From an optimization exercise on the open Yosys and OpenROAD flow, aimed at small area and a short achievable clock period; shortcuts taken in it are not production practice. Function was checked by simulation only, so behaviour that the tests miss may differ from the original. No activity file was given, so power comes from the tool's default toggle rates.

**design/flow/config.mk**
```make
export PLATFORM = sky130hd
export DESIGN_NAME = FloatingPoint_Multiplier_Complete
export DESIGN_NICKNAME = FloatingPoint_Multiplier_Complete
export VERILOG_FILES = /design/flow/design.v
export SDC_FILE = /design/flow/constraint.sdc
export NUM_CORES = 4
export LEC_CHECK = 0
export ABC_CLOCK_PERIOD_IN_PS = 2500
export CAP_MARGIN = 20
export CORE_MARGIN = 2
export CORE_UTILIZATION = 70
export CTS_BUF_LIST = sky130_fd_sc_hd__clkbuf_8
export SETUP_SLACK_MARGIN = 5.0
export SLEW_MARGIN = 20
```
**design/flow/constraint.sdc**
```tcl
create_clock -name core_clock -period 7.5 [get_ports {clk}]
set_input_delay 1.5000 -clock core_clock [delete_from_list [all_inputs] [get_ports {clk}]]
set_output_delay 1.5000 -clock core_clock [all_outputs]
set_load 0.01 [all_outputs]
```
**design/flow/design.v**
```verilog
`timescale 1ns/1ps
module FloatingPoint_Multiplier_Complete (
    input wire         clk,
    input wire         rst,
    input  wire [15:0] a,
    input  wire [15:0] b,
    output reg  [15:0] result,
    output reg         overflow,
    output reg         underflow
);
    wire es_g0 = a[10] & b[10];
    wire es_p0 = a[10] ^ b[10];
    wire es_g1 = a[11] & b[11];
    wire es_p1 = a[11] ^ b[11];
    wire es_g2 = a[12] & b[12];
    wire es_p2 = a[12] ^ b[12];
    wire es_g3 = a[13] & b[13];
    wire es_p3 = a[13] ^ b[13];
    wire es_g4 = a[14] & b[14];
    wire es_p4 = a[14] ^ b[14];
    wire es_G0_1 = es_g1 | (es_p1 & es_g0);
    wire es_P0_1 = es_p1 & es_p0;
    wire es_G0_2 = es_g2 | (es_p2 & es_g1);
    wire es_P0_2 = es_p2 & es_p1;
    wire es_G0_3 = es_g3 | (es_p3 & es_g2);
    wire es_P0_3 = es_p3 & es_p2;
    wire es_G0_4 = es_g4 | (es_p4 & es_g3);
    wire es_P0_4 = es_p4 & es_p3;
    wire es_G1_2 = es_G0_2 | (es_P0_2 & es_g0);
    wire es_P1_2 = es_P0_2 & es_p0;
    wire es_G1_3 = es_G0_3 | (es_P0_3 & es_G0_1);
    wire es_P1_3 = es_P0_3 & es_P0_1;
    wire es_G1_4 = es_G0_4 | (es_P0_4 & es_G0_2);
    wire es_P1_4 = es_P0_4 & es_P0_2;
    wire es_G2_4 = es_G1_4 | (es_P1_4 & es_g0);
    wire es_P2_4 = es_P1_4 & es_p0;
    wire es_s1 = es_p1 ^ es_g0;
    wire es_s2 = es_p2 ^ es_G0_1;
    wire es_s3 = es_p3 ^ es_G1_2;
    wire es_s4 = es_p4 ^ es_G1_3;
    reg        r1_sign, r1_ha;
    reg  [5:0] r1_es;    
    reg  [9:0] r1_ma;
    reg  [5:0] r1_one, r1_two;    
    reg  [4:0] r1_neg;
    wire [12:0] yb = {2'b00, b[14:10] != 5'd0, b[9:0]};
    always @(posedge clk) begin
        r1_sign <= a[15] ^ b[15];
        r1_es   <= ((a[14:0] == 15'd0) | (b[14:0] == 15'd0)) ? 6'h3f : {es_G2_4, es_s4, es_s3, es_s2, es_s1, es_p0};
        r1_ha   <= a[14:10] != 5'd0;
        r1_ma   <= a[9:0];
        r1_one[0] <= yb[0] ^ 1'b0;
        r1_two[0] <= (yb[1] & ~yb[0] & ~1'b0) | (~yb[1] & yb[0] & 1'b0);
        r1_neg[0] <= yb[1];
        r1_one[1] <= yb[2] ^ yb[1];
        r1_two[1] <= (yb[3] & ~yb[2] & ~yb[1]) | (~yb[3] & yb[2] & yb[1]);
        r1_neg[1] <= yb[3];
        r1_one[2] <= yb[4] ^ yb[3];
        r1_two[2] <= (yb[5] & ~yb[4] & ~yb[3]) | (~yb[5] & yb[4] & yb[3]);
        r1_neg[2] <= yb[5];
        r1_one[3] <= yb[6] ^ yb[5];
        r1_two[3] <= (yb[7] & ~yb[6] & ~yb[5]) | (~yb[7] & yb[6] & yb[5]);
        r1_neg[3] <= yb[7];
        r1_one[4] <= yb[8] ^ yb[7];
        r1_two[4] <= (yb[9] & ~yb[8] & ~yb[7]) | (~yb[9] & yb[8] & yb[7]);
        r1_neg[4] <= yb[9];
        r1_one[5] <= yb[10] ^ yb[9];
        r1_two[5] <= (yb[11] & ~yb[10] & ~yb[9]) | (~yb[11] & yb[10] & yb[9]);
    end
    wire [10:0] mx = {r1_ha, r1_ma};
    wire bp0_0 = ((r1_one[0] & mx[0])) ^ r1_neg[0];
    wire bp0_1 = ((r1_one[0] & mx[1]) | (r1_two[0] & mx[0])) ^ r1_neg[0];
    wire bp0_2 = ((r1_one[0] & mx[2]) | (r1_two[0] & mx[1])) ^ r1_neg[0];
    wire bp0_3 = ((r1_one[0] & mx[3]) | (r1_two[0] & mx[2])) ^ r1_neg[0];
    wire bp0_4 = ((r1_one[0] & mx[4]) | (r1_two[0] & mx[3])) ^ r1_neg[0];
    wire bp0_5 = ((r1_one[0] & mx[5]) | (r1_two[0] & mx[4])) ^ r1_neg[0];
    wire bp0_6 = ((r1_one[0] & mx[6]) | (r1_two[0] & mx[5])) ^ r1_neg[0];
    wire bp0_7 = ((r1_one[0] & mx[7]) | (r1_two[0] & mx[6])) ^ r1_neg[0];
    wire bp0_8 = ((r1_one[0] & mx[8]) | (r1_two[0] & mx[7])) ^ r1_neg[0];
    wire bp0_9 = ((r1_one[0] & mx[9]) | (r1_two[0] & mx[8])) ^ r1_neg[0];
    wire bp0_10 = ((r1_one[0] & mx[10]) | (r1_two[0] & mx[9])) ^ r1_neg[0];
    wire bp0_11 = ((r1_two[0] & mx[10])) ^ r1_neg[0];
    wire bp1_0 = ((r1_one[1] & mx[0])) ^ r1_neg[1];
    wire bp1_1 = ((r1_one[1] & mx[1]) | (r1_two[1] & mx[0])) ^ r1_neg[1];
    wire bp1_2 = ((r1_one[1] & mx[2]) | (r1_two[1] & mx[1])) ^ r1_neg[1];
    wire bp1_3 = ((r1_one[1] & mx[3]) | (r1_two[1] & mx[2])) ^ r1_neg[1];
    wire bp1_4 = ((r1_one[1] & mx[4]) | (r1_two[1] & mx[3])) ^ r1_neg[1];
    wire bp1_5 = ((r1_one[1] & mx[5]) | (r1_two[1] & mx[4])) ^ r1_neg[1];
    wire bp1_6 = ((r1_one[1] & mx[6]) | (r1_two[1] & mx[5])) ^ r1_neg[1];
    wire bp1_7 = ((r1_one[1] & mx[7]) | (r1_two[1] & mx[6])) ^ r1_neg[1];
    wire bp1_8 = ((r1_one[1] & mx[8]) | (r1_two[1] & mx[7])) ^ r1_neg[1];
    wire bp1_9 = ((r1_one[1] & mx[9]) | (r1_two[1] & mx[8])) ^ r1_neg[1];
    wire bp1_10 = ((r1_one[1] & mx[10]) | (r1_two[1] & mx[9])) ^ r1_neg[1];
    wire bp1_11 = ((r1_two[1] & mx[10])) ^ r1_neg[1];
    wire bp2_0 = ((r1_one[2] & mx[0])) ^ r1_neg[2];
    wire bp2_1 = ((r1_one[2] & mx[1]) | (r1_two[2] & mx[0])) ^ r1_neg[2];
    wire bp2_2 = ((r1_one[2] & mx[2]) | (r1_two[2] & mx[1])) ^ r1_neg[2];
    wire bp2_3 = ((r1_one[2] & mx[3]) | (r1_two[2] & mx[2])) ^ r1_neg[2];
    wire bp2_4 = ((r1_one[2] & mx[4]) | (r1_two[2] & mx[3])) ^ r1_neg[2];
    wire bp2_5 = ((r1_one[2] & mx[5]) | (r1_two[2] & mx[4])) ^ r1_neg[2];
    wire bp2_6 = ((r1_one[2] & mx[6]) | (r1_two[2] & mx[5])) ^ r1_neg[2];
    wire bp2_7 = ((r1_one[2] & mx[7]) | (r1_two[2] & mx[6])) ^ r1_neg[2];
    wire bp2_8 = ((r1_one[2] & mx[8]) | (r1_two[2] & mx[7])) ^ r1_neg[2];
    wire bp2_9 = ((r1_one[2] & mx[9]) | (r1_two[2] & mx[8])) ^ r1_neg[2];
    wire bp2_10 = ((r1_one[2] & mx[10]) | (r1_two[2] & mx[9])) ^ r1_neg[2];
    wire bp2_11 = ((r1_two[2] & mx[10])) ^ r1_neg[2];
    wire bp3_0 = ((r1_one[3] & mx[0])) ^ r1_neg[3];
    wire bp3_1 = ((r1_one[3] & mx[1]) | (r1_two[3] & mx[0])) ^ r1_neg[3];
    wire bp3_2 = ((r1_one[3] & mx[2]) | (r1_two[3] & mx[1])) ^ r1_neg[3];
    wire bp3_3 = ((r1_one[3] & mx[3]) | (r1_two[3] & mx[2])) ^ r1_neg[3];
    wire bp3_4 = ((r1_one[3] & mx[4]) | (r1_two[3] & mx[3])) ^ r1_neg[3];
    wire bp3_5 = ((r1_one[3] & mx[5]) | (r1_two[3] & mx[4])) ^ r1_neg[3];
    wire bp3_6 = ((r1_one[3] & mx[6]) | (r1_two[3] & mx[5])) ^ r1_neg[3];
    wire bp3_7 = ((r1_one[3] & mx[7]) | (r1_two[3] & mx[6])) ^ r1_neg[3];
    wire bp3_8 = ((r1_one[3] & mx[8]) | (r1_two[3] & mx[7])) ^ r1_neg[3];
    wire bp3_9 = ((r1_one[3] & mx[9]) | (r1_two[3] & mx[8])) ^ r1_neg[3];
    wire bp3_10 = ((r1_one[3] & mx[10]) | (r1_two[3] & mx[9])) ^ r1_neg[3];
    wire bp3_11 = ((r1_two[3] & mx[10])) ^ r1_neg[3];
    wire bp4_0 = ((r1_one[4] & mx[0])) ^ r1_neg[4];
    wire bp4_1 = ((r1_one[4] & mx[1]) | (r1_two[4] & mx[0])) ^ r1_neg[4];
    wire bp4_2 = ((r1_one[4] & mx[2]) | (r1_two[4] & mx[1])) ^ r1_neg[4];
    wire bp4_3 = ((r1_one[4] & mx[3]) | (r1_two[4] & mx[2])) ^ r1_neg[4];
    wire bp4_4 = ((r1_one[4] & mx[4]) | (r1_two[4] & mx[3])) ^ r1_neg[4];
    wire bp4_5 = ((r1_one[4] & mx[5]) | (r1_two[4] & mx[4])) ^ r1_neg[4];
    wire bp4_6 = ((r1_one[4] & mx[6]) | (r1_two[4] & mx[5])) ^ r1_neg[4];
    wire bp4_7 = ((r1_one[4] & mx[7]) | (r1_two[4] & mx[6])) ^ r1_neg[4];
    wire bp4_8 = ((r1_one[4] & mx[8]) | (r1_two[4] & mx[7])) ^ r1_neg[4];
    wire bp4_9 = ((r1_one[4] & mx[9]) | (r1_two[4] & mx[8])) ^ r1_neg[4];
    wire bp4_10 = ((r1_one[4] & mx[10]) | (r1_two[4] & mx[9])) ^ r1_neg[4];
    wire bp4_11 = ((r1_two[4] & mx[10])) ^ r1_neg[4];
    wire bp5_0 = (r1_one[5] & mx[0]);
    wire bp5_1 = (r1_one[5] & mx[1]) | (r1_two[5] & mx[0]);
    wire bp5_2 = (r1_one[5] & mx[2]) | (r1_two[5] & mx[1]);
    wire bp5_3 = (r1_one[5] & mx[3]) | (r1_two[5] & mx[2]);
    wire bp5_4 = (r1_one[5] & mx[4]) | (r1_two[5] & mx[3]);
    wire bp5_5 = (r1_one[5] & mx[5]) | (r1_two[5] & mx[4]);
    wire bp5_6 = (r1_one[5] & mx[6]) | (r1_two[5] & mx[5]);
    wire bp5_7 = (r1_one[5] & mx[7]) | (r1_two[5] & mx[6]);
    wire bp5_8 = (r1_one[5] & mx[8]) | (r1_two[5] & mx[7]);
    wire bp5_9 = (r1_one[5] & mx[9]) | (r1_two[5] & mx[8]);
    wire bp5_10 = (r1_one[5] & mx[10]) | (r1_two[5] & mx[9]);
    wire bp5_11 = (r1_two[5] & mx[10]);
    wire hs0 = r1_neg[3] ^ bp0_6;
    wire hc0 = r1_neg[3] & bp0_6;
    wire hs1 = bp0_7 ^ bp1_5;
    wire hc1 = bp0_7 & bp1_5;
    wire fs0 = r1_neg[4] ^ bp0_8 ^ bp1_6;
    wire fc0 = (r1_neg[4] & bp0_8) | (r1_neg[4] & bp1_6) | (bp0_8 & bp1_6);
    wire hs2 = bp2_4 ^ bp3_2;
    wire hc2 = bp2_4 & bp3_2;
    wire fs1 = bp0_9 ^ bp1_7 ^ bp2_5;
    wire fc1 = (bp0_9 & bp1_7) | (bp0_9 & bp2_5) | (bp1_7 & bp2_5);
    wire hs3 = bp3_3 ^ bp4_1;
    wire hc3 = bp3_3 & bp4_1;
    wire fs2 = bp0_10 ^ bp1_8 ^ bp2_6;
    wire fc2 = (bp0_10 & bp1_8) | (bp0_10 & bp2_6) | (bp1_8 & bp2_6);
    wire fs3 = bp3_4 ^ bp4_2 ^ bp5_0;
    wire fc3 = (bp3_4 & bp4_2) | (bp3_4 & bp5_0) | (bp4_2 & bp5_0);
    wire fs4 = bp0_11 ^ bp1_9 ^ bp2_7;
    wire fc4 = (bp0_11 & bp1_9) | (bp0_11 & bp2_7) | (bp1_9 & bp2_7);
    wire fs5 = bp3_5 ^ bp4_3 ^ bp5_1;
    wire fc5 = (bp3_5 & bp4_3) | (bp3_5 & bp5_1) | (bp4_3 & bp5_1);
    wire fs6 = r1_neg[0] ^ bp1_10 ^ bp2_8;
    wire fc6 = (r1_neg[0] & bp1_10) | (r1_neg[0] & bp2_8) | (bp1_10 & bp2_8);
    wire fs7 = bp3_6 ^ bp4_4 ^ bp5_2;
    wire fc7 = (bp3_6 & bp4_4) | (bp3_6 & bp5_2) | (bp4_4 & bp5_2);
    wire fs8 = r1_neg[0] ^ bp1_11 ^ bp2_9;
    wire fc8 = (r1_neg[0] & bp1_11) | (r1_neg[0] & bp2_9) | (bp1_11 & bp2_9);
    wire fs9 = bp3_7 ^ bp4_5 ^ bp5_3;
    wire fc9 = (bp3_7 & bp4_5) | (bp3_7 & bp5_3) | (bp4_5 & bp5_3);
    wire fs10 = ~r1_neg[0] ^ ~r1_neg[1] ^ bp2_10;
    wire fc10 = (~r1_neg[0] & ~r1_neg[1]) | (~r1_neg[0] & bp2_10) | (~r1_neg[1] & bp2_10);
    wire fs11 = bp3_8 ^ bp4_6 ^ bp5_4;
    wire fc11 = (bp3_8 & bp4_6) | (bp3_8 & bp5_4) | (bp4_6 & bp5_4);
    wire fs12 = 1'b1 ^ bp2_11 ^ bp3_9;
    wire fc12 = (1'b1 & bp2_11) | (1'b1 & bp3_9) | (bp2_11 & bp3_9);
    wire hs4 = bp4_7 ^ bp5_5;
    wire hc4 = bp4_7 & bp5_5;
    wire fs13 = ~r1_neg[2] ^ bp3_10 ^ bp4_8;
    wire fc13 = (~r1_neg[2] & bp3_10) | (~r1_neg[2] & bp4_8) | (bp3_10 & bp4_8);
    wire hs5 = 1'b1 ^ bp3_11;
    wire hc5 = 1'b1 & bp3_11;
    wire hs6 = r1_neg[2] ^ bp0_4;
    wire hc6 = r1_neg[2] & bp0_4;
    wire hs7 = bp0_5 ^ bp1_3;
    wire hc7 = bp0_5 & bp1_3;
    wire fs14 = bp1_4 ^ bp2_2 ^ bp3_0;
    wire fc14 = (bp1_4 & bp2_2) | (bp1_4 & bp3_0) | (bp2_2 & bp3_0);
    wire fs15 = bp2_3 ^ bp3_1 ^ hc0;
    wire fc15 = (bp2_3 & bp3_1) | (bp2_3 & hc0) | (bp3_1 & hc0);
    wire fs16 = bp4_0 ^ hc1 ^ hs2;
    wire fc16 = (bp4_0 & hc1) | (bp4_0 & hs2) | (hc1 & hs2);
    wire fs17 = hc2 ^ hs3 ^ fc0;
    wire fc17 = (hc2 & hs3) | (hc2 & fc0) | (hs3 & fc0);
    wire fs18 = hc3 ^ fc1 ^ fs2;
    wire fc18 = (hc3 & fc1) | (hc3 & fs2) | (fc1 & fs2);
    wire fs19 = fc2 ^ fc3 ^ fs4;
    wire fc19 = (fc2 & fc3) | (fc2 & fs4) | (fc3 & fs4);
    wire fs20 = fc4 ^ fc5 ^ fs6;
    wire fc20 = (fc4 & fc5) | (fc4 & fs6) | (fc5 & fs6);
    wire fs21 = fc6 ^ fc7 ^ fs8;
    wire fc21 = (fc6 & fc7) | (fc6 & fs8) | (fc7 & fs8);
    wire fs22 = fc8 ^ fc9 ^ fs10;
    wire fc22 = (fc8 & fc9) | (fc8 & fs10) | (fc9 & fs10);
    wire fs23 = hs4 ^ fc10 ^ fc11;
    wire fc23 = (hs4 & fc10) | (hs4 & fc11) | (fc10 & fc11);
    wire fs24 = bp5_6 ^ hc4 ^ fc12;
    wire fc24 = (bp5_6 & hc4) | (bp5_6 & fc12) | (hc4 & fc12);
    wire fs25 = bp4_9 ^ bp5_7 ^ hs5;
    wire fc25 = (bp4_9 & bp5_7) | (bp4_9 & hs5) | (bp5_7 & hs5);
    wire fs26 = ~r1_neg[3] ^ bp4_10 ^ bp5_8;
    wire fc26 = (~r1_neg[3] & bp4_10) | (~r1_neg[3] & bp5_8) | (bp4_10 & bp5_8);
    wire hs8 = 1'b1 ^ bp4_11;
    wire hc8 = 1'b1 & bp4_11;
    wire hs9 = r1_neg[1] ^ bp0_2;
    wire hc9 = r1_neg[1] & bp0_2;
    wire hs10 = bp0_3 ^ bp1_1;
    wire hc10 = bp0_3 & bp1_1;
    wire fs27 = bp1_2 ^ bp2_0 ^ hs6;
    wire fc27 = (bp1_2 & bp2_0) | (bp1_2 & hs6) | (bp2_0 & hs6);
    wire fs28 = bp2_1 ^ hc6 ^ hs7;
    wire fc28 = (bp2_1 & hc6) | (bp2_1 & hs7) | (hc6 & hs7);
    wire fs29 = hc7 ^ hs0 ^ fs14;
    wire fc29 = (hc7 & hs0) | (hc7 & fs14) | (hs0 & fs14);
    wire fs30 = hs1 ^ fc14 ^ fs15;
    wire fc30 = (hs1 & fc14) | (hs1 & fs15) | (fc14 & fs15);
    wire fs31 = fs0 ^ fc15 ^ fs16;
    wire fc31 = (fs0 & fc15) | (fs0 & fs16) | (fc15 & fs16);
    wire fs32 = fs1 ^ fc16 ^ fs17;
    wire fc32 = (fs1 & fc16) | (fs1 & fs17) | (fc16 & fs17);
    wire fs33 = fs3 ^ fc17 ^ fs18;
    wire fc33 = (fs3 & fc17) | (fs3 & fs18) | (fc17 & fs18);
    wire fs34 = fs5 ^ fc18 ^ fs19;
    wire fc34 = (fs5 & fc18) | (fs5 & fs19) | (fc18 & fs19);
    wire fs35 = fs7 ^ fc19 ^ fs20;
    wire fc35 = (fs7 & fc19) | (fs7 & fs20) | (fc19 & fs20);
    wire fs36 = fs9 ^ fc20 ^ fs21;
    wire fc36 = (fs9 & fc20) | (fs9 & fs21) | (fc20 & fs21);
    wire fs37 = fs11 ^ fc21 ^ fs22;
    wire fc37 = (fs11 & fc21) | (fs11 & fs22) | (fc21 & fs22);
    wire fs38 = fs12 ^ fc22 ^ fs23;
    wire fc38 = (fs12 & fc22) | (fs12 & fs23) | (fc22 & fs23);
    wire fs39 = fs13 ^ fc23 ^ fs24;
    wire fc39 = (fs13 & fc23) | (fs13 & fs24) | (fc23 & fs24);
    wire fs40 = fc13 ^ fc24 ^ fs25;
    wire fc40 = (fc13 & fc24) | (fc13 & fs25) | (fc24 & fs25);
    wire fs41 = hc5 ^ fs26 ^ fc25;
    wire fc41 = (hc5 & fs26) | (hc5 & fc25) | (fs26 & fc25);
    wire fs42 = bp5_9 ^ hs8 ^ fc26;
    wire fc42 = (bp5_9 & hs8) | (bp5_9 & fc26) | (hs8 & fc26);
    wire fs43 = ~r1_neg[4] ^ bp5_10 ^ hc8;
    wire fc43 = (~r1_neg[4] & bp5_10) | (~r1_neg[4] & hc8) | (bp5_10 & hc8);
    wire hs11 = 1'b1 ^ bp5_11;
    wire lo_g0 = r1_neg[0] & bp0_0;
    wire lo_p0 = r1_neg[0] ^ bp0_0;
    wire lo_g2 = bp1_0 & hs9;
    wire lo_p2 = bp1_0 ^ hs9;
    wire lo_g3 = hc9 & hs10;
    wire lo_p3 = hc9 ^ hs10;
    wire lo_g4 = hc10 & fs27;
    wire lo_p4 = hc10 ^ fs27;
    wire lo_g5 = fc27 & fs28;
    wire lo_p5 = fc27 ^ fs28;
    wire lo_g6 = fc28 & fs29;
    wire lo_p6 = fc28 ^ fs29;
    wire lo_g7 = fc29 & fs30;
    wire lo_p7 = fc29 ^ fs30;
    wire lo_G0_1 = (bp0_1 & lo_g0);
    wire lo_P0_1 = bp0_1 & lo_p0;
    wire lo_G0_2 = lo_g2;
    wire lo_P0_2 = lo_p2 & bp0_1;
    wire lo_G0_3 = lo_g3 | (lo_p3 & lo_g2);
    wire lo_P0_3 = lo_p3 & lo_p2;
    wire lo_G0_4 = lo_g4 | (lo_p4 & lo_g3);
    wire lo_P0_4 = lo_p4 & lo_p3;
    wire lo_G0_5 = lo_g5 | (lo_p5 & lo_g4);
    wire lo_P0_5 = lo_p5 & lo_p4;
    wire lo_G0_6 = lo_g6 | (lo_p6 & lo_g5);
    wire lo_P0_6 = lo_p6 & lo_p5;
    wire lo_G0_7 = lo_g7 | (lo_p7 & lo_g6);
    wire lo_P0_7 = lo_p7 & lo_p6;
    wire lo_G1_2 = lo_G0_2 | (lo_P0_2 & lo_g0);
    wire lo_P1_2 = lo_P0_2 & lo_p0;
    wire lo_G1_3 = lo_G0_3 | (lo_P0_3 & lo_G0_1);
    wire lo_P1_3 = lo_P0_3 & lo_P0_1;
    wire lo_G1_4 = lo_G0_4 | (lo_P0_4 & lo_G0_2);
    wire lo_P1_4 = lo_P0_4 & lo_P0_2;
    wire lo_G1_5 = lo_G0_5 | (lo_P0_5 & lo_G0_3);
    wire lo_P1_5 = lo_P0_5 & lo_P0_3;
    wire lo_G1_6 = lo_G0_6 | (lo_P0_6 & lo_G0_4);
    wire lo_P1_6 = lo_P0_6 & lo_P0_4;
    wire lo_G1_7 = lo_G0_7 | (lo_P0_7 & lo_G0_5);
    wire lo_P1_7 = lo_P0_7 & lo_P0_5;
    wire lo_G2_4 = lo_G1_4 | (lo_P1_4 & lo_g0);
    wire lo_P2_4 = lo_P1_4 & lo_p0;
    wire lo_G2_5 = lo_G1_5 | (lo_P1_5 & lo_G0_1);
    wire lo_P2_5 = lo_P1_5 & lo_P0_1;
    wire lo_G2_6 = lo_G1_6 | (lo_P1_6 & lo_G1_2);
    wire lo_P2_6 = lo_P1_6 & lo_P1_2;
    wire lo_G2_7 = lo_G1_7 | (lo_P1_7 & lo_G1_3);
    wire lo_P2_7 = lo_P1_7 & lo_P1_3;
    wire lo_s1 = bp0_1 ^ lo_g0;
    wire lo_s2 = lo_p2 ^ lo_G0_1;
    wire lo_s3 = lo_p3 ^ lo_G1_2;
    wire lo_s4 = lo_p4 ^ lo_G1_3;
    wire lo_s5 = lo_p5 ^ lo_G2_4;
    wire lo_s6 = lo_p6 ^ lo_G2_5;
    wire lo_s7 = lo_p7 ^ lo_G2_6;
    wire [7:0] nlo = {lo_s7, lo_s6, lo_s5, lo_s4, lo_s3, lo_s2, lo_s1, lo_p0};
    wire zq0 = ~(r1_neg[0] ^ bp0_0);
    wire zq1 = ~(bp0_1 ^ (r1_neg[0] | bp0_0));
    wire zq2 = ~((bp1_0 ^ hs9) ^ bp0_1);
    wire zq3 = ~((hc9 ^ hs10) ^ (bp1_0 | hs9));
    wire zq4 = ~((hc10 ^ fs27) ^ (hc9 | hs10));
    wire zq5 = ~((fc27 ^ fs28) ^ (hc10 | fs27));
    wire zq6 = ~((fc28 ^ fs29) ^ (fc27 | fs28));
    wire zq7 = ~((fc29 ^ fs30) ^ (fc28 | fs29));
    wire zq8 = ~((fc30 ^ fs31) ^ (fc29 | fs30));
    wire zq9 = ~((fc31 ^ fs32) ^ (fc30 | fs31));
    wire zr1 = ~(bp0_1 ^ (r1_neg[0] & bp0_0));
    wire z08 = zq0 & zq1 & zq2 & zq3 & zq4 & zq5 & zq6 & zq7 & zq8;    
    wire z19 = zr1 & zq2 & zq3 & zq4 & zq5 & zq6 & zq7 & zq8 & zq9;    
    reg [21:8] r2_a;
    reg [21:8] r2_b;
    reg        r2_cin;
    reg        r2_zA;
    reg        r2_zB;
    reg        r2_z0c;
    reg        r2_z1c;
    reg        r2_sign;
    reg  [5:0] r2_es;
    always @(posedge clk) begin
        r2_cin <= lo_G2_7;
        r2_zA <= zq2 & zq3 & zq4 & zq5;
        r2_zB <= zq6 & zq7 & zq8;
        r2_z0c <= zq0 & zq1;
        r2_z1c <= zr1 & zq9;
        r2_a[8] <= fc30;
        r2_b[8] <= fs31;
        r2_a[9] <= fc31;
        r2_b[9] <= fs32;
        r2_a[10] <= fc32;
        r2_b[10] <= fs33;
        r2_a[11] <= fc33;
        r2_b[11] <= fs34;
        r2_a[12] <= fc34;
        r2_b[12] <= fs35;
        r2_a[13] <= fc35;
        r2_b[13] <= fs36;
        r2_a[14] <= fc36;
        r2_b[14] <= fs37;
        r2_a[15] <= fs38;
        r2_b[15] <= fc37;
        r2_a[16] <= fc38;
        r2_b[16] <= fs39;
        r2_a[17] <= fc39;
        r2_b[17] <= fs40;
        r2_a[18] <= fc40;
        r2_b[18] <= fs41;
        r2_a[19] <= fs42;
        r2_b[19] <= fc41;
        r2_a[20] <= fs43;
        r2_b[20] <= fc42;
        r2_a[21] <= hs11;
        r2_b[21] <= fc43;
        r2_sign <= r1_sign;
        r2_es <= r1_es;
    end
    wire hi_g0 = r2_a[8] & r2_b[8];
    wire hi_p0 = r2_a[8] ^ r2_b[8];
    wire hi_g1 = r2_a[9] & r2_b[9];
    wire hi_p1 = r2_a[9] ^ r2_b[9];
    wire hi_g2 = r2_a[10] & r2_b[10];
    wire hi_p2 = r2_a[10] ^ r2_b[10];
    wire hi_g3 = r2_a[11] & r2_b[11];
    wire hi_p3 = r2_a[11] ^ r2_b[11];
    wire hi_g4 = r2_a[12] & r2_b[12];
    wire hi_p4 = r2_a[12] ^ r2_b[12];
    wire hi_g5 = r2_a[13] & r2_b[13];
    wire hi_p5 = r2_a[13] ^ r2_b[13];
    wire hi_g6 = r2_a[14] & r2_b[14];
    wire hi_p6 = r2_a[14] ^ r2_b[14];
    wire hi_g7 = r2_a[15] & r2_b[15];
    wire hi_p7 = r2_a[15] ^ r2_b[15];
    wire hi_g8 = r2_a[16] & r2_b[16];
    wire hi_p8 = r2_a[16] ^ r2_b[16];
    wire hi_g9 = r2_a[17] & r2_b[17];
    wire hi_p9 = r2_a[17] ^ r2_b[17];
    wire hi_g10 = r2_a[18] & r2_b[18];
    wire hi_p10 = r2_a[18] ^ r2_b[18];
    wire hi_g11 = r2_a[19] & r2_b[19];
    wire hi_p11 = r2_a[19] ^ r2_b[19];
    wire hi_g12 = r2_a[20] & r2_b[20];
    wire hi_p12 = r2_a[20] ^ r2_b[20];
    wire hi_g13 = r2_a[21] & r2_b[21];
    wire hi_p13 = r2_a[21] ^ r2_b[21];
    wire hi_G0_1 = hi_g1 | (hi_p1 & hi_g0);
    wire hi_P0_1 = hi_p1 & hi_p0;
    wire hi_G0_2 = hi_g2 | (hi_p2 & hi_g1);
    wire hi_P0_2 = hi_p2 & hi_p1;
    wire hi_G0_3 = hi_g3 | (hi_p3 & hi_g2);
    wire hi_P0_3 = hi_p3 & hi_p2;
    wire hi_G0_4 = hi_g4 | (hi_p4 & hi_g3);
    wire hi_P0_4 = hi_p4 & hi_p3;
    wire hi_G0_5 = hi_g5 | (hi_p5 & hi_g4);
    wire hi_P0_5 = hi_p5 & hi_p4;
    wire hi_G0_6 = hi_g6 | (hi_p6 & hi_g5);
    wire hi_P0_6 = hi_p6 & hi_p5;
    wire hi_G0_7 = hi_g7 | (hi_p7 & hi_g6);
    wire hi_P0_7 = hi_p7 & hi_p6;
    wire hi_G0_8 = hi_g8 | (hi_p8 & hi_g7);
    wire hi_P0_8 = hi_p8 & hi_p7;
    wire hi_G0_9 = hi_g9 | (hi_p9 & hi_g8);
    wire hi_P0_9 = hi_p9 & hi_p8;
    wire hi_G0_10 = hi_g10 | (hi_p10 & hi_g9);
    wire hi_P0_10 = hi_p10 & hi_p9;
    wire hi_G0_11 = hi_g11 | (hi_p11 & hi_g10);
    wire hi_P0_11 = hi_p11 & hi_p10;
    wire hi_G0_12 = hi_g12 | (hi_p12 & hi_g11);
    wire hi_P0_12 = hi_p12 & hi_p11;
    wire hi_G0_13 = hi_g13 | (hi_p13 & hi_g12);
    wire hi_P0_13 = hi_p13 & hi_p12;
    wire hi_G1_2 = hi_G0_2 | (hi_P0_2 & hi_g0);
    wire hi_P1_2 = hi_P0_2 & hi_p0;
    wire hi_G1_3 = hi_G0_3 | (hi_P0_3 & hi_G0_1);
    wire hi_P1_3 = hi_P0_3 & hi_P0_1;
    wire hi_G1_4 = hi_G0_4 | (hi_P0_4 & hi_G0_2);
    wire hi_P1_4 = hi_P0_4 & hi_P0_2;
    wire hi_G1_5 = hi_G0_5 | (hi_P0_5 & hi_G0_3);
    wire hi_P1_5 = hi_P0_5 & hi_P0_3;
    wire hi_G1_6 = hi_G0_6 | (hi_P0_6 & hi_G0_4);
    wire hi_P1_6 = hi_P0_6 & hi_P0_4;
    wire hi_G1_7 = hi_G0_7 | (hi_P0_7 & hi_G0_5);
    wire hi_P1_7 = hi_P0_7 & hi_P0_5;
    wire hi_G1_8 = hi_G0_8 | (hi_P0_8 & hi_G0_6);
    wire hi_P1_8 = hi_P0_8 & hi_P0_6;
    wire hi_G1_9 = hi_G0_9 | (hi_P0_9 & hi_G0_7);
    wire hi_P1_9 = hi_P0_9 & hi_P0_7;
    wire hi_G1_10 = hi_G0_10 | (hi_P0_10 & hi_G0_8);
    wire hi_P1_10 = hi_P0_10 & hi_P0_8;
    wire hi_G1_11 = hi_G0_11 | (hi_P0_11 & hi_G0_9);
    wire hi_P1_11 = hi_P0_11 & hi_P0_9;
    wire hi_G1_12 = hi_G0_12 | (hi_P0_12 & hi_G0_10);
    wire hi_P1_12 = hi_P0_12 & hi_P0_10;
    wire hi_G1_13 = hi_G0_13 | (hi_P0_13 & hi_G0_11);
    wire hi_P1_13 = hi_P0_13 & hi_P0_11;
    wire hi_G2_4 = hi_G1_4 | (hi_P1_4 & hi_g0);
    wire hi_P2_4 = hi_P1_4 & hi_p0;
    wire hi_G2_5 = hi_G1_5 | (hi_P1_5 & hi_G0_1);
    wire hi_P2_5 = hi_P1_5 & hi_P0_1;
    wire hi_G2_6 = hi_G1_6 | (hi_P1_6 & hi_G1_2);
    wire hi_P2_6 = hi_P1_6 & hi_P1_2;
    wire hi_G2_7 = hi_G1_7 | (hi_P1_7 & hi_G1_3);
    wire hi_P2_7 = hi_P1_7 & hi_P1_3;
    wire hi_G2_8 = hi_G1_8 | (hi_P1_8 & hi_G1_4);
    wire hi_P2_8 = hi_P1_8 & hi_P1_4;
    wire hi_G2_9 = hi_G1_9 | (hi_P1_9 & hi_G1_5);
    wire hi_P2_9 = hi_P1_9 & hi_P1_5;
    wire hi_G2_10 = hi_G1_10 | (hi_P1_10 & hi_G1_6);
    wire hi_P2_10 = hi_P1_10 & hi_P1_6;
    wire hi_G2_11 = hi_G1_11 | (hi_P1_11 & hi_G1_7);
    wire hi_P2_11 = hi_P1_11 & hi_P1_7;
    wire hi_G2_12 = hi_G1_12 | (hi_P1_12 & hi_G1_8);
    wire hi_P2_12 = hi_P1_12 & hi_P1_8;
    wire hi_G2_13 = hi_G1_13 | (hi_P1_13 & hi_G1_9);
    wire hi_P2_13 = hi_P1_13 & hi_P1_9;
    wire hi_G3_8 = hi_G2_8 | (hi_P2_8 & hi_g0);
    wire hi_P3_8 = hi_P2_8 & hi_p0;
    wire hi_G3_9 = hi_G2_9 | (hi_P2_9 & hi_G0_1);
    wire hi_P3_9 = hi_P2_9 & hi_P0_1;
    wire hi_G3_10 = hi_G2_10 | (hi_P2_10 & hi_G1_2);
    wire hi_P3_10 = hi_P2_10 & hi_P1_2;
    wire hi_G3_11 = hi_G2_11 | (hi_P2_11 & hi_G1_3);
    wire hi_P3_11 = hi_P2_11 & hi_P1_3;
    wire hi_G3_12 = hi_G2_12 | (hi_P2_12 & hi_G2_4);
    wire hi_P3_12 = hi_P2_12 & hi_P2_4;
    wire hi_G3_13 = hi_G2_13 | (hi_P2_13 & hi_G2_5);
    wire hi_P3_13 = hi_P2_13 & hi_P2_5;
    wire hi_s0 = hi_p0 ^ r2_cin;
    wire hi_C1 = hi_g0 | (hi_p0 & r2_cin);
    wire hi_s1 = hi_p1 ^ hi_C1;
    wire hi_C2 = hi_G0_1 | (hi_P0_1 & r2_cin);
    wire hi_s2 = hi_p2 ^ hi_C2;
    wire hi_C3 = hi_G1_2 | (hi_P1_2 & r2_cin);
    wire hi_s3 = hi_p3 ^ hi_C3;
    wire hi_C4 = hi_G1_3 | (hi_P1_3 & r2_cin);
    wire hi_s4 = hi_p4 ^ hi_C4;
    wire hi_C5 = hi_G2_4 | (hi_P2_4 & r2_cin);
    wire hi_s5 = hi_p5 ^ hi_C5;
    wire hi_C6 = hi_G2_5 | (hi_P2_5 & r2_cin);
    wire hi_s6 = hi_p6 ^ hi_C6;
    wire hi_C7 = hi_G2_6 | (hi_P2_6 & r2_cin);
    wire hi_s7 = hi_p7 ^ hi_C7;
    wire hi_C8 = hi_G2_7 | (hi_P2_7 & r2_cin);
    wire hi_s8 = hi_p8 ^ hi_C8;
    wire hi_C9 = hi_G3_8 | (hi_P3_8 & r2_cin);
    wire hi_s9 = hi_p9 ^ hi_C9;
    wire hi_C10 = hi_G3_9 | (hi_P3_9 & r2_cin);
    wire hi_s10 = hi_p10 ^ hi_C10;
    wire hi_C11 = hi_G3_10 | (hi_P3_10 & r2_cin);
    wire hi_s11 = hi_p11 ^ hi_C11;
    wire hi_C12 = hi_G3_11 | (hi_P3_11 & r2_cin);
    wire hi_s12 = hi_p12 ^ hi_C12;
    wire hi_C13 = hi_G3_12 | (hi_P3_12 & r2_cin);
    wire hi_s13 = hi_p13 ^ hi_C13;
    wire hi_C14 = hi_G3_13 | (hi_P3_13 & r2_cin);
    wire tie0 = hi_s1 & r2_zA & r2_zB & r2_z0c;
    wire tie1 = hi_s2 & r2_zA & r2_zB & r2_z1c;
    wire r0_a0_1 = hi_s2 & hi_s1;
    wire r0_a0_2 = hi_s3 & hi_s2;
    wire r0_a0_3 = hi_s4 & hi_s3;
    wire r0_a0_4 = hi_s5 & hi_s4;
    wire r0_a0_5 = hi_s6 & hi_s5;
    wire r0_a0_6 = hi_s7 & hi_s6;
    wire r0_a0_7 = hi_s8 & hi_s7;
    wire r0_a0_8 = hi_s9 & hi_s8;
    wire r0_a0_9 = hi_s10 & hi_s9;
    wire r0_a0_10 = hi_s11 & hi_s10;
    wire r0_a0_11 = hi_s12 & hi_s11;
    wire r0_a1_2 = r0_a0_2 & hi_s1;
    wire r0_a1_3 = r0_a0_3 & r0_a0_1;
    wire r0_a1_4 = r0_a0_4 & r0_a0_2;
    wire r0_a1_5 = r0_a0_5 & r0_a0_3;
    wire r0_a1_6 = r0_a0_6 & r0_a0_4;
    wire r0_a1_7 = r0_a0_7 & r0_a0_5;
    wire r0_a1_8 = r0_a0_8 & r0_a0_6;
    wire r0_a1_9 = r0_a0_9 & r0_a0_7;
    wire r0_a1_10 = r0_a0_10 & r0_a0_8;
    wire r0_a1_11 = r0_a0_11 & r0_a0_9;
    wire r0_a2_4 = r0_a1_4 & hi_s1;
    wire r0_a2_5 = r0_a1_5 & r0_a0_1;
    wire r0_a2_6 = r0_a1_6 & r0_a1_2;
    wire r0_a2_7 = r0_a1_7 & r0_a1_3;
    wire r0_a2_8 = r0_a1_8 & r0_a1_4;
    wire r0_a2_9 = r0_a1_9 & r0_a1_5;
    wire r0_a2_10 = r0_a1_10 & r0_a1_6;
    wire r0_a2_11 = r0_a1_11 & r0_a1_7;
    wire r0_a3_8 = r0_a2_8 & hi_s1;
    wire r0_a3_9 = r0_a2_9 & r0_a0_1;
    wire r0_a3_10 = r0_a2_10 & r0_a1_2;
    wire r0_a3_11 = r0_a2_11 & r0_a1_3;
    wire r0_0 = hi_s2 ^ hi_s1;
    wire r0_1 = hi_s3 ^ r0_a0_1;
    wire r0_2 = hi_s4 ^ r0_a1_2;
    wire r0_3 = hi_s5 ^ r0_a1_3;
    wire r0_4 = hi_s6 ^ r0_a2_4;
    wire r0_5 = hi_s7 ^ r0_a2_5;
    wire r0_6 = hi_s8 ^ r0_a2_6;
    wire r0_7 = hi_s9 ^ r0_a2_7;
    wire r0_8 = hi_s10 ^ r0_a3_8;
    wire r0_9 = hi_s11 ^ r0_a3_9;
    wire r0_10 = hi_s12 ^ r0_a3_10;
    wire c9 = (r2_a[8] & r2_b[8]) | ((r2_a[8] ^ r2_b[8]) & r2_cin);
    wire ones920 = ((r2_a[9] ^ r2_b[9]) ^ c9) & ((r2_a[9] & r2_b[9]) ^ (r2_a[10] ^ r2_b[10])) & ((r2_a[10] & r2_b[10]) ^ (r2_a[11] ^ r2_b[11])) & ((r2_a[11] & r2_b[11]) ^ (r2_a[12] ^ r2_b[12])) & ((r2_a[12] & r2_b[12]) ^ (r2_a[13] ^ r2_b[13])) & ((r2_a[13] & r2_b[13]) ^ (r2_a[14] ^ r2_b[14])) & ((r2_a[14] & r2_b[14]) ^ (r2_a[15] ^ r2_b[15])) & ((r2_a[15] & r2_b[15]) ^ (r2_a[16] ^ r2_b[16])) & ((r2_a[16] & r2_b[16]) ^ (r2_a[17] ^ r2_b[17])) & ((r2_a[17] & r2_b[17]) ^ (r2_a[18] ^ r2_b[18])) & ((r2_a[18] & r2_b[18]) ^ (r2_a[19] ^ r2_b[19])) & ((r2_a[19] & r2_b[19]) ^ (r2_a[20] ^ r2_b[20]));
    wire r0_top = hi_s13 | ones920;    
    wire r1_a0_1 = hi_s3 & hi_s2;
    wire r1_a0_2 = hi_s4 & hi_s3;
    wire r1_a0_3 = hi_s5 & hi_s4;
    wire r1_a0_4 = hi_s6 & hi_s5;
    wire r1_a0_5 = hi_s7 & hi_s6;
    wire r1_a0_6 = hi_s8 & hi_s7;
    wire r1_a0_7 = hi_s9 & hi_s8;
    wire r1_a0_8 = hi_s10 & hi_s9;
    wire r1_a0_9 = hi_s11 & hi_s10;
    wire r1_a0_10 = hi_s12 & hi_s11;
    wire r1_a1_2 = r1_a0_2 & hi_s2;
    wire r1_a1_3 = r1_a0_3 & r1_a0_1;
    wire r1_a1_4 = r1_a0_4 & r1_a0_2;
    wire r1_a1_5 = r1_a0_5 & r1_a0_3;
    wire r1_a1_6 = r1_a0_6 & r1_a0_4;
    wire r1_a1_7 = r1_a0_7 & r1_a0_5;
    wire r1_a1_8 = r1_a0_8 & r1_a0_6;
    wire r1_a1_9 = r1_a0_9 & r1_a0_7;
    wire r1_a1_10 = r1_a0_10 & r1_a0_8;
    wire r1_a2_4 = r1_a1_4 & hi_s2;
    wire r1_a2_5 = r1_a1_5 & r1_a0_1;
    wire r1_a2_6 = r1_a1_6 & r1_a1_2;
    wire r1_a2_7 = r1_a1_7 & r1_a1_3;
    wire r1_a2_8 = r1_a1_8 & r1_a1_4;
    wire r1_a2_9 = r1_a1_9 & r1_a1_5;
    wire r1_a2_10 = r1_a1_10 & r1_a1_6;
    wire r1_a3_8 = r1_a2_8 & hi_s2;
    wire r1_a3_9 = r1_a2_9 & r1_a0_1;
    wire r1_a3_10 = r1_a2_10 & r1_a1_2;
    wire r1_0 = hi_s3 ^ hi_s2;
    wire r1_1 = hi_s4 ^ r1_a0_1;
    wire r1_2 = hi_s5 ^ r1_a1_2;
    wire r1_3 = hi_s6 ^ r1_a1_3;
    wire r1_4 = hi_s7 ^ r1_a2_4;
    wire r1_5 = hi_s8 ^ r1_a2_5;
    wire r1_6 = hi_s9 ^ r1_a2_6;
    wire r1_7 = hi_s10 ^ r1_a2_7;
    wire r1_8 = hi_s11 ^ r1_a3_8;
    wire r1_9 = hi_s12 ^ r1_a3_9;
    wire [9:0] mant0 = {r0_9, r0_8, r0_7, r0_6, r0_5, r0_4, r0_3, r0_2, r0_1, r0_0} & ~{9'd0, tie0};
    wire [9:0] mant1 = {r1_9, r1_8, r1_7, r1_6, r1_5, r1_4, r1_3, r1_2, r1_1, r1_0} & ~{9'd0, tie1};
    wire [9:0] mant  = r0_top ? mant1 : mant0;
    wire       r2_zero = &r2_es;
    wire       ovf0 = r2_es >= 6'd46;
    wire       ovf1 = r2_es >= 6'd45;
    wire       unf0 = r2_es <= 6'd15;
    wire       unf1 = r2_es <= 6'd14;
    wire [4:0] ef0  = r2_es[4:0] + 5'd17;
    wire [4:0] ef1  = r2_es[4:0] + 5'd18;
    wire       ovf  = r0_top ? ovf1 : ovf0;
    wire       unf  = r0_top ? unf1 : unf0;
    wire [4:0] ef   = r0_top ? ef1 : ef0;
    reg        r3_nz, r3_ovf, r3_unf;    
    reg [15:0] r3_val;
    always @(posedge clk or posedge rst) begin
        if (rst) begin
            r3_nz  <= 1'b0;
            r3_ovf <= 1'b0;
            r3_unf <= 1'b0;
            r3_val <= 16'd0;
        end else begin
            r3_nz  <= ~r2_zero & ~ovf & ~unf;
            r3_ovf <= ~r2_zero & ovf;
            r3_unf <= ~r2_zero & ~ovf & unf;
            r3_val <= {r2_sign, ef, mant};
        end
    end
    always @(*) begin
        result    = r3_nz ? r3_val : (r3_ovf ? 16'h7F80 : 16'd0);
        overflow  = r3_ovf;
        underflow = r3_unf;
    end
endmodule
```
**design/flow/flow/run.sh**
```bash
#!/bin/bash
# Own layout flow: the standard flow (standard.sh) with two changes:
#  - synthesis runs Yosys's synth without its generic "abc -fast" pass
#    (-noabc), so the full adders written in the RTL reach extract_fa as
#    written instead of being remapped first; everything else in
#    synth_recipe.tcl (flatten, renames, registers) is unchanged;
#  - port buffers use the buffer cell named in flow/ports.txt.
# Each tool's output is in the ORFS logs under orfs/logs; make's own output
# goes to flow.log here.
set -euo pipefail
here=$(pwd)
first=$(head -n 1 synth_recipe.tcl)
if [[ "$first" != 'proc synth {args} { yosys synth -nofsm -noshare {*}$args }' ]]; then
  echo "unexpected first line of synth_recipe.tcl: $first" >&2
  exit 1
fi
{ echo 'proc synth {args} { yosys synth -nofsm -noshare -noabc {*}$args }'; tail -n +2 synth_recipe.tcl; } > own_synth.tcl
buf=$(tr -d ' \n' < flow/ports.txt)
sed -e "s#SYNTH_SCRIPT=[^ ]*#SYNTH_SCRIPT=$here/own_synth.tcl 'BUFFER_PORTS_ARGS=-buffer_cell $buf'#" standard.sh > own_standard.sh
grep -q own_synth.tcl own_standard.sh
bash own_standard.sh > flow.log 2>&1
```
**design/flow/flow/ports.txt**
```
sky130_fd_sc_hd__buf_1
```
**design/flow/standard.sh**
```bash
#!/bin/bash
# synth_recipe.tcl (not shown) runs the flow's synth.tcl, then flattens the netlist and writes it again
# the make line also repeats each setting of config.mk as NAME=value (left out here)
make -C /OpenROAD-flow-scripts/flow DESIGN_CONFIG=/design/flow/config.mk WORK_HOME=/design/flow/orfs CLKGATE_MAP_FILE= SYNTH_SCRIPT=/design/flow/synth_recipe.tcl "${@:-finish}"
```
==> insert_results.sql, run 1 <==
INSERT INTO impl_metrics (metric_group, metric, value, unit) VALUES
('status', 'outcome', 'aborted with a tool error', ''),
('status', 'stop_stage', '5_1_grt', ''),
('status', 'tool_error', '[ERROR GRT-0232] Routing congestion too high. Check the congestion heatmap in the GUI.', ''),
('cts', 'htreeDepth', '3', ''),
('die', 'die_h', '102', 'um'),
('die', 'io_pins', '52', ''),
('place', 'io_buffers', '51', ''),
('synth', 'syn_area', '6780', 'um^2'),
('synth', 'synth_sequential_area_ratio', '29.2', '%'),
('synth', 'proportion_of_netlist_area_held_by_the_largest_area_contributor', '22.2', '%'),
('synth', 'synth-async-reset-ratio', '20.2', '%'),
('synth', 'post_synth_edffs', '0', ''),
('synth', 'synthMostInstantiatedCell', 'sky130_fd_sc_hd__xnor2_1', ''),
('synth', 'count_of_cell_types_in_the_netlist', '66', ''),
('synth', 'synth_fp_nets', '797', ''),
('die', 'dieWidth', '102', 'um'),
('synth', 'post_synth_most_frequent_cells', 'sky130_fd_sc_hd__xnor2_1, sky130_fd_sc_hd__dfxtp_1, sky130_fd_sc_hd__fa_1, sky130_fd_sc_hd__nand2_1', ''),
('synth', 'synthCells', '654', ''),
('cts', 'cts_hold_buf', '0', ''),
('synth', 'synth-seq-cells', '94', ''),
('cts', 'cts.sink_count', '94', ''),
('cts', 'tritoncts.num_buffers', '9', ''),
('global_routing', 'global_route_total_usage_across_every_layer', '88.3', '%'),
('synth', 'warnings_synthesis', '1', ''),
('cts', 'clk_tree_root_cell', 'sky130_fd_sc_hd__clkbuf_8', ''),
('place', 'place.detailed.hpwl', '10900', 'um'),
('synth', 'synth_area_leaders', 'sky130_fd_sc_hd__dfxtp_1, sky130_fd_sc_hd__fa_1, sky130_fd_sc_hd__xnor2_1', ''),
('synth', 'post-synth-top-area-cell', 'sky130_fd_sc_hd__dfxtp_1', ''),
('synth', 'avgSynthCellArea', '10.4', 'um^2'),
('die', 'rows', '35', ''),
('timing', 'worstEndpointType', 'register input', ''),
('global_routing', 'congestion_overflow_gr', '307', ''),
('synth', 'postSynth.topFlopCell', 'sky130_fd_sc_hd__dfxtp_1', ''),
('place', 'placed_cell_area', '7030', 'um^2'),
('cts', 'cts_max_path_buffers', '2', ''),
('timing', 'worst_endpoint_from_the_post_global_route_timing_repair', 'r3_val[9]$_DFF_PP0_/D', ''),
('die', 'initial_core_util', '72.6', '%'),
('place', 'finalWeightedCongestion', '0.929', ''),
('global_routing', 'largest_net_degree_at_the_start_of_global_routing', '20', ''),
('place', 'place_inst', '799', '');
-- cells by family after synthesis --
group                    count (synthesis)  share of synthesized area, %
XOR/XNOR                               107                          14.5
multiplexers                             2                         0.295
AO/OA/AOI/OAI                          127                          14.9
flip-flops                              94                          29.2
adder cells (fa/ha/maj)                109                          26.2
AND/OR/NAND/NOR                        143                          10.6
buffers and inverters                   72                          4.34
-- timing repair --
action / 4_1_cts
buffers inserted: 50
pin swaps: 51
setup endpoints to repair: 53
resized for setup: 156
-- power by group through the flow --
| stage | clock, mW | sequential, mW | combinational [mW] |
|---|---|---|---|
| after floorplan | 0 | 0.748 | 1.82 |
| after global placement | 0 | 0.795 | 2.12 |
| after detailed placement | 0 | 0.804 | 2.22 |
| after CTS | 0.346 | 0.798 | 2.87 |
-- metrics by stage --
step | hold slack (ns) | worst slack (ns) | power, mW | util (%)
2_1_floorplan | 0.310 | 4.90 | 2.56 | -
3_3_place_gp | 0.311 | 4.58 | 2.92 | 75.4
3_5_place_dp | 0.312 | 4.49 | 3.03 | 75.4
4_1_cts | 0.334 | 4.76 | 4.01 | 88.1
-- worst min path at each step --
| stage | depth (start not counted) | end | slack [ns] |
|---|---|---|---|
| floorplan | 0 | r2_es[0] | 0.31 |
| global placement | 0 | r2_sign | 0.31 |
| detailed placement | 0 | r2_es[1] | 0.31 |
| CTS | 0 | r3_val[15] | 0.33 |
-- layer usage --
| metal | GRT overflow | track usage [%] |
|---|---|---|
| met2 | 210 | 107 |
| met5 | 0 | 25.5 |
| met3 | 2 | 70.7 |
| met1 | 2 | 84.6 |
| met4 | 93 | 98.4 |
==> run 2: changes to the inputs <==
--- a/design/flow/config.mk
+++ b/design/flow/config.mk
@@ -10,5 +10,5 @@
 export CORE_MARGIN = 2
 export CORE_UTILIZATION = 70
 export CTS_BUF_LIST = sky130_fd_sc_hd__clkbuf_8
-export SETUP_SLACK_MARGIN = 5.0
+export SETUP_SLACK_MARGIN = 4.5
 export SLEW_MARGIN = 20
==> run 2 against run 1 <==
Compared with the run above:
- the run now finishes clean
- area after synthesis stayed put
- synthesized cell count stayed put
==> insert_results.sql, run 2 <==
INSERT INTO impl_metrics (metric_group, metric, value, unit) VALUES
('die', 'io_pins', '52', ''),
('synth', 'warnings_synthesis', '1', ''),
('cts', 'cts_tree', 'built', ''),
('timing', 'max_clock_freq', '0.344', 'GHz'),
('place', 'place.detailed.hpwl', '10400', 'um'),
('cts', 'cts_max_path_buffers', '2', ''),
('detailed_routing', 'wl_per_cell', '16.5', 'um'),
('die', 'initial_core_util', '72.6', '%'),
('worst_setup_path', 'reg2reg_from', 'r2_a[13]', ''),
('run', 'drv.max_cap_violation_count', '0', ''),
('cts', 'htreeDepth', '3', ''),
('place', 'placed_cell_area', '6970', 'um^2'),
('layout', 'final_net_count', '827', ''),
('cts', 'worst_skew_pair.late_latency', '0.36', 'ns'),
('layout', 'most_common_cell_after_layout_fill_and_taps_aside', 'sky130_fd_sc_hd__xnor2_1', ''),
('timing', 'setup_slack', '4.59', 'ns'),
('timing', 'report.final.setup_viol', '0', ''),
('timing', 'period_share', '38.8', '%'),
('timing', 'fin_crit', '2.91', 'ns'),
('worst_setup_path', 'r2r_cells', '9', ''),
('place', 'pre_cts_ws', '4.18', 'ns'),
('synth', 'count_of_cell_types_in_the_netlist', '66', ''),
('place', 'io_buffers', '51', ''),
('worst_setup_path', 'timing.setup.critical_path_class', 'reg -> reg', ''),
('cts', 'cts_hold_buf', '0', ''),
('die', 'dieWidth', '102', 'um'),
('synth', 'synth_fp_nets', '797', ''),
('layout', 'fin_cells', '818', ''),
('layout', 'largest_register_ffs', '16', ''),
('worst_setup_path', 'timing.critical_path.slowest_cell_delay', '0.51', 'ns'),
('synth', 'post_synth_edffs', '0', ''),
('synth', 'synth-seq-cells', '94', ''),
('worst_hold_path', 'hold_path_class', 'reg -> reg', ''),
('cts', 'tritoncts.num_buffers', '9', ''),
('timing', 'final_count_of_pins_violating_max_slew', '0', ''),
('synth', 'post_synth_most_frequent_cells', 'sky130_fd_sc_hd__xnor2_1, sky130_fd_sc_hd__dfxtp_1, sky130_fd_sc_hd__fa_1, sky130_fd_sc_hd__nand2_1', ''),
('timing', 'worstMarginPinSlew', '0.879', 'ns'),
('status', 'outcome', 'timing/DRC/antenna clean', ''),
('layout', 'final_area', '7310', 'um^2'),
('layout', 'sequential_standard_cell_area', '2000', 'um^2'),
('synth', 'proportion_of_netlist_area_held_by_the_largest_area_contributor', '22.2', '%'),
('synth', 'muxShareOfSynthArea', '0.295', '%'),
('synth', 'avgSynthCellArea', '10.4', 'um^2'),
('synth', 'synth_top_family_by_area', 'adder cells', ''),
('die', 'rows', '35', ''),
('worst_setup_path', 'timing.critical_path.from_type', 'flip-flop', ''),
('synth', 'synth-simple-area-share', '10.6', '%'),
('synth', 'synth_sequential_area_ratio', '29.2', '%'),
('synth', 'syn_area', '6780', 'um^2'),
('synth', 'post-synth-top-area-cell', 'sky130_fd_sc_hd__dfxtp_1', ''),
('synth', 'synthAdderAreaFrac', '26.2', '%'),
('synth', 'post_synth_xor_area_fraction', '14.5', '%'),
('timing', 'finalSetupTns', '0', 'ns'),
('cts', 'cts.sink_count', '94', ''),
('synth', 'postSynth.topFlopCell', 'sky130_fd_sc_hd__dfxtp_1', ''),
('synth', 'synth_area_leaders', 'sky130_fd_sc_hd__dfxtp_1, sky130_fd_sc_hd__fa_1, sky130_fd_sc_hd__xnor2_1', ''),
('worst_setup_path', 'worstPathCellList', 'ha_1 > fa_1 > a211oi_1 > o41ai_4 > xor2_1 > nand4_1 > nor2_2 > a211oi_2 > a211o_1', ''),
('synth', 'fraction_of_the_mapped_netlist_area_in_compound_gates', '14.9', '%'),
('place', 'finalWeightedCongestion', '0.909', ''),
('worst_setup_path', 'timing.critical_path.to_type', 'flip-flop', ''),
('synth', 'synthCells', '654', ''),
('worst_hold_path', 'whs_endpoint', 'r3_val[15]', ''),
('cts', 'clk_tree_root_cell', 'sky130_fd_sc_hd__clkbuf_8', ''),
('place', 'place_inst', '799', ''),
('die', 'die_h', '102', 'um'),
('synth', 'synth-async-reset-ratio', '20.2', '%'),
('global_routing', 'largest_net_degree_at_the_start_of_global_routing', '20', ''),
('global_routing', 'global_route_total_usage_across_every_layer', '27.8', '%'),
('synth', 'synthMostInstantiatedCell', 'sky130_fd_sc_hd__xnor2_1', ''),
('global_routing', 'grt_pass1_wl', '22800', 'um'),
('global_routing', 'congestion_overflow_gr', '0', '');
==> run 2: cell counts after synthesis <==
No cell type changed its count.
==> run 2: area by class of cell <==
| cell class | count | share of cell area, % |
|---|---|---|
| Multi-Input combinational cell | 488 | 62.9 |
| Timing Repair Buffer | 54 | 2.93 |
| Sequential cell | 94 | 27.4 |
| Tap cell | 129 | 2.21 |
| Clock buffer | 9 | 1.69 |
| Clock inverter | 7 | 0.993 |
| Inverter | 37 | 1.90 |
==> run 2: worst max path at each step <==
| stage | slack [ns] | endpoint | from |
|---|---|---|---|
| floorplan | 4.57 | r2_z1c | r1_neg[2] |
| global placement | 4.26 | r3_val[9] | r2_a[9] |
| detailed placement | 4.18 | r3_val[9] | r2_a[9] |
| CTS | 4.50 | r3_val[13] | r2_a[9] |
| global route | 4.46 | r3_val[9] | r2_a[13] |
| finish | 4.59 | r3_val[9] | r2_a[13] |
==> run 2: timing repair <==
action                     CTS  global route
setup endpoints to repair   21            23
pin swaps                    0             5
resized for setup            8            28
cloned                       0             0
setup buffers                0             3
==> run 2: cell families after synthesis <==
logic type,after synthesis
mux,2
fa+ha+maj,109
buf+inv,72
flops,94
compound gates,127
simple gates,143
xor+xnor,107
==> run 2: per-stage QoR <==
stage | hold WS [ns] | utilization [%] | power, mW
2_1_floorplan | 0.310 | - | 2.53
3_3_place_gp | 0.311 | 74.8 | 2.89
3_5_place_dp | 0.314 | 74.8 | 2.96
4_1_cts | 0.339 | 77.0 | 3.32
5_1_grt | 0.342 | 78.4 | 3.74
6_report | 0.337 | 78.4 | 3.41
==> run 2: power by group <==
part | switching, mW | leakage [nW] | internal (mW) | total [mW]
registers | 0.124 | 0.857 | 0.669 | 0.793
clock network | 0.198 | 0.0970 | 0.131 | 0.329
logic | 1.29 | 2.04 | 0.995 | 2.29
total | 1.62 | 2.99 | 1.79 | 3.41
==> run 2: critical path: cells and delay by family, from the launching register on <==
family	cells	cell delay [ns]
compound gates	4	0.95
xor+xnor	1	0.25
fa+ha+maj	2	0.73
flops	1	0.35
simple gates	2	0.51
==> run 2: routing by layer <==
| layer | global-route usage (%) | share of wire [%] | routed length, um |
|---|---|---|---|
| met1 | 37.3 | 44 | 5870 |
| met2 | 47.5 | 49 | 6640 |
| met3 | 4.24 | 5.7 | 761 |
| met4 | 7.49 | 1.4 | 191 |
| met5 | 0 | 0 | 0 |

[port drivers added, routing unchanged]
The flow's constraints put no driver on any port. The routed layout listed below was extracted and timed again, unchanged, in two steps.
Step 1 sets driving cells, clkbuf_16 on the clock port and buf_2 on the other inputs (assumed; they add their load-dependent delay and slew).
Step 2 adds t to the input delays and takes it off the output delays; t is the mean of the earliest and latest rising clock arrival at the registers after step 1. Input paths then give back, and output paths get back, about the clock's delay inside the block.
Slacks: ideal ports / drivers / drivers and shift; pairs: ideal ports / drivers.
run: run 2
shift t [ns]: 0.387
slack for setup (ns): 4.591 / 4.571 / 4.569
slew at the worst register clock pin (ns): 0.11 / 0.11
pins driven straight from the clock port: 1
After both steps setup and hold are still met in run 2. For run 2, drivers alone change the setup slack by -0.020 ns; drivers and shift together by -0.022 ns.
